Background: an optimization exercise with open tools, aiming at small area. Do not read the settings as production practice. In this exercise RTL edits were held to simulation tests only and were not proved equivalent to the original.

run 1:
// qam_transmitter
module qam_transmitter (
    input clk,
    input reset,
    input [1:0] syms_in_i,
    input [1:0] syms_in_q,
    output sym_ready,
    output signed [17:0] transmitter_out
);
reg [3:0] c;
always @(posedge clk)
    if (reset) c <= 4'd0;
    else c <= c + 4'd1;
assign sym_ready = (c == 4'd0);
reg [3:0] hold;
always @(posedge clk)
    if (c == 4'd0) hold <= {~syms_in_i[1], syms_in_i[1] ~^ syms_in_i[0], ~syms_in_q[1], syms_in_q[1] ~^ syms_in_q[0]};    
wire xfer = (c == 4'd6);
reg [5:0] nv;
always @(posedge clk)
    if (reset) nv <= 6'd0;
    else if (xfer && !nv[5]) nv <= nv + 6'd1;
reg [3:0] R0_0, R0_1, R0_2, R0_3, R1_0, R1_1, R1_2, R1_3, R2_0, R2_1, R2_2, R2_3, R3_0, R3_1, R3_2, R3_3, R4_0, R4_1, R4_2, R4_3, R5_0, R5_1, R5_2, R5_3, R6_0, R6_1, R6_2, R6_3, R7_0, R7_1, R7_2, R7_3;
always @(posedge clk) begin
    R0_0 <= xfer ? hold : R0_1;
    R0_1 <= xfer ? R0_1 : R0_2;
    R0_2 <= xfer ? R1_0 : R0_3;
    R0_3 <= xfer ? R0_3 : R0_0;
    R1_0 <= xfer ? R0_2 : R1_1;
    R1_1 <= xfer ? R1_1 : R1_2;
    R1_2 <= xfer ? R2_0 : R1_3;
  ...
Settings: LEC_CHECK=0, ABC_AREA=1, CAP_MARGIN=20, CELL_PAD_IN_SITES_DETAIL_PLACEMENT=1, CELL_PAD_IN_SITES_GLOBAL_PLACEMENT=2, CORE_MARGIN=2, CORE_UTILIZATION=40, CTS_BUF_LIST=sky130_fd_sc_hd__clkbuf_4 sky130_fd_sc_hd__clkbuf_8, CTS_CLUSTER_DIAMETER=70, CTS_CLUSTER_SIZE=14, GPL_ROUTABILITY_DRIVEN=1, GPL_TIMING_DRIVEN=0, SLEW_MARGIN=20, SYNTH_HIERARCHICAL=1, SYNTH_MINIMUM_KEEP_SIZE=0; clock period 16.0 ns.
standard.sh (not shown) runs the stock make flow with config.mk's settings and CLKGATE_MAP_FILE= SYNTH_SCRIPT=/design/flow/synth_recipe.tcl, a recipe that flattens the netlist after the stock synthesis.
==> flow/flow/run.sh <==
#!/bin/bash
# Layout flow: the standard flow (standard.sh), with two changes:
#  - synthesis maps logic with an area-only ABC script (flow/abc_area.script)
#    instead of ORFS's abc_area.script; every other ORFS script is used
#    unchanged from a copy of $FLOW_HOME/scripts;
#  - clock tree synthesis runs without dummy loads.
# Each tool's output goes to standard.log (and ORFS's own logs under orfs/).
set -euo pipefail
rm -rf scripts
cp -r "$FLOW_HOME/scripts" scripts
cp flow/abc_area.script scripts/abc_area.script
CTS="-sink_clustering_enable -repair_clock_nets -sink_clustering_size 14 -sink_clustering_max_diameter 70 -buf_list {sky130_fd_sc_hd__clkbuf_4 sky130_fd_sc_hd__clkbuf_8} -dont_use_dummy_load"
bash standard.sh "SCRIPTS_DIR=$PWD/scripts" "CTS_ARGS=$CTS" REMOVE_ABC_BUFFERS=1 "BUFFER_PORTS_ARGS=-buffer_cell sky130_fd_sc_hd__buf_1" finish > standard.log 2>&1
==> flow/flow/abc_area.script <==
strash
dch
map -a -B 0
topo
dnsize -c
Run 1: full flow OK, the timing, DRC and antenna checks passed
diff inputs: run 1 => run 2
==> flow/flow/run.sh <==
#!/bin/bash
# Layout flow: the standard flow (standard.sh) with these changes:
#  - synthesis maps logic with an area-only ABC script (flow/abc_area.script)
#    instead of ORFS's abc_area.script; every other ORFS script is used
#    unchanged, from a copy of $FLOW_HOME/scripts;
#  - the floorplan step skips its early (pre-placement) timing repair
#    (REMOVE_ABC_BUFFERS=1; the area-only ABC script inserts no buffers);
#    timing is still repaired after placement, CTS and global routing;
#  - every port still gets a buffer, but a sky130_fd_sc_hd__buf_1;
#  - clock tree synthesis runs without dummy loads.
# standard.sh's output goes to standard.log; ORFS keeps each step's log
# under orfs/logs/.
set -euo pipefail
rm -rf scripts
cp -r "$FLOW_HOME/scripts" scripts
cp flow/abc_area.script scripts/abc_area.script
CTS="-sink_clustering_enable -repair_clock_nets -sink_clustering_size 16 -sink_clustering_max_diameter 80 -buf_list {sky130_fd_sc_hd__clkbuf_4 sky130_fd_sc_hd__clkbuf_8} -dont_use_dummy_load"
bash standard.sh "SCRIPTS_DIR=$PWD/scripts" "CTS_ARGS=$CTS" REMOVE_ABC_BUFFERS=1 \
    "BUFFER_PORTS_ARGS=-buffer_cell sky130_fd_sc_hd__buf_1" finish > standard.log 2>&1
--- a/flow/config.mk
+++ b/flow/config.mk
@@ -7,5 +7,5 @@
 export LEC_CHECK = 0
 export ABC_AREA = 1
-export CAP_MARGIN = 20
+export CAP_MARGIN = 5
 export CELL_PAD_IN_SITES_DETAIL_PLACEMENT = 1
 export CELL_PAD_IN_SITES_GLOBAL_PLACEMENT = 2
@@ -13,9 +13,9 @@
 export CORE_UTILIZATION = 40
 export CTS_BUF_LIST = sky130_fd_sc_hd__clkbuf_4 sky130_fd_sc_hd__clkbuf_8
-export CTS_CLUSTER_DIAMETER = 70
-export CTS_CLUSTER_SIZE = 14
+export CTS_CLUSTER_DIAMETER = 80
+export CTS_CLUSTER_SIZE = 16
 export GPL_ROUTABILITY_DRIVEN = 1
 export GPL_TIMING_DRIVEN = 0
-export SLEW_MARGIN = 20
+export SLEW_MARGIN = 5
 export SYNTH_HIERARCHICAL = 1
 export SYNTH_MINIMUM_KEEP_SIZE = 0
[summary]
Across both runs, non-clock buffer count was lower for run 2 than for run 1.
Worst setup timing slack at the placement stage for run 2 is higher than for run 1.
The routed wire length on run 2 is in line with that on run 1.
Summary of run 2 over run 1: multi-input gate share of the layout cell area went up by 0.23 points; fmax level.
#### Input delta (run 3 over run 2)
==> flow/flow/abc_area.script <==
strash
dch
amap
topo
dnsize -c
--- a/flow/config.mk
+++ b/flow/config.mk
@@ -7,5 +7,5 @@
 export LEC_CHECK = 0
 export ABC_AREA = 1
-export CAP_MARGIN = 5
+export CAP_MARGIN = 0
 export CELL_PAD_IN_SITES_DETAIL_PLACEMENT = 1
 export CELL_PAD_IN_SITES_GLOBAL_PLACEMENT = 2
@@ -16,6 +16,6 @@
 export CTS_CLUSTER_SIZE = 16
 export GPL_ROUTABILITY_DRIVEN = 1
-export GPL_TIMING_DRIVEN = 0
-export SLEW_MARGIN = 5
+export GPL_TIMING_DRIVEN = 1
+export SLEW_MARGIN = 0
 export SYNTH_HIERARCHICAL = 1
 export SYNTH_MINIMUM_KEEP_SIZE = 0
Run 3 — first-pass GRT wire length 2.2% higher, run 2 as reference. Run 3 -> run 2: number of post-CTS setup repair buffers delta 0, exact match. Diff run 2 and run 3: sequential cell area share higher in run 3. Taking run 2 as 1.0, run 3 lands at 0.915 on synthesized cell count. Between run 2 and run 3, the hold slack is higher for run 3. The fraction of the yosys area taken by sequential cells number comes out higher for run 3 vs run 2. Number of cells on the critical path in run 3 is 4 above run 2.
For run 4, these inputs were changed with respect to run 3:
--- a/flow/config.mk
+++ b/flow/config.mk
@@ -7,5 +7,5 @@
 export LEC_CHECK = 0
 export ABC_AREA = 1
-export CAP_MARGIN = 0
+export CAP_MARGIN = 5
 export CELL_PAD_IN_SITES_DETAIL_PLACEMENT = 1
 export CELL_PAD_IN_SITES_GLOBAL_PLACEMENT = 2
@@ -16,6 +16,7 @@
 export CTS_CLUSTER_SIZE = 16
 export GPL_ROUTABILITY_DRIVEN = 1
-export GPL_TIMING_DRIVEN = 1
-export SLEW_MARGIN = 0
+export GPL_TIMING_DRIVEN = 0
+export PLACE_DENSITY = 0.7
+export SLEW_MARGIN = 5
 export SYNTH_HIERARCHICAL = 1
 export SYNTH_MINIMUM_KEEP_SIZE = 0
- For the worst hold slack across all endpoints, run 4 came in 0.0057 ns higher than run 3 did.
- [run 4 vs run 3] critical path depth: lower in run 4

## separate check: timing with driven ports
The results above use ideal ports. As a check the final layouts listed here were re-extracted and re-timed, cells and wires unchanged.
Step 1 assumes that a clkbuf_16 drives the clock port and a buf_2 every other input.
Step 2 moves the port delays by t, midway between the first and last clock arrival at a register: inputs arrive t later, outputs are due t later. That takes back most of the time a late clock gives input paths.
Slacks: ideal ports / drivers / drivers and shift; pairs: ideal ports / drivers.
run | shift t [ns] | setup slack, ns | worst setup path after step 2 | latest minus earliest clock arrival (ns) | worst data-port slew with drivers (ns)
run 1 | 0.697 | 0.446 / 0.446 / 0.446 | register to register | 0.105 / 0.104 | 0.04
run 2 | 0.706 | 0.401 / 0.401 / 0.401 | register to register | 0.109 / 0.110 | 0.04
run 3 | 0.678 | 1.197 / 1.197 / 1.197 | register to register | 0.093 / 0.094 | 0.03
run 4 | 0.674 | 0.564 / 0.564 / 0.564 | register to register | 0.089 / 0.089 | 0.04
After both steps setup and hold are still met in every run listed.
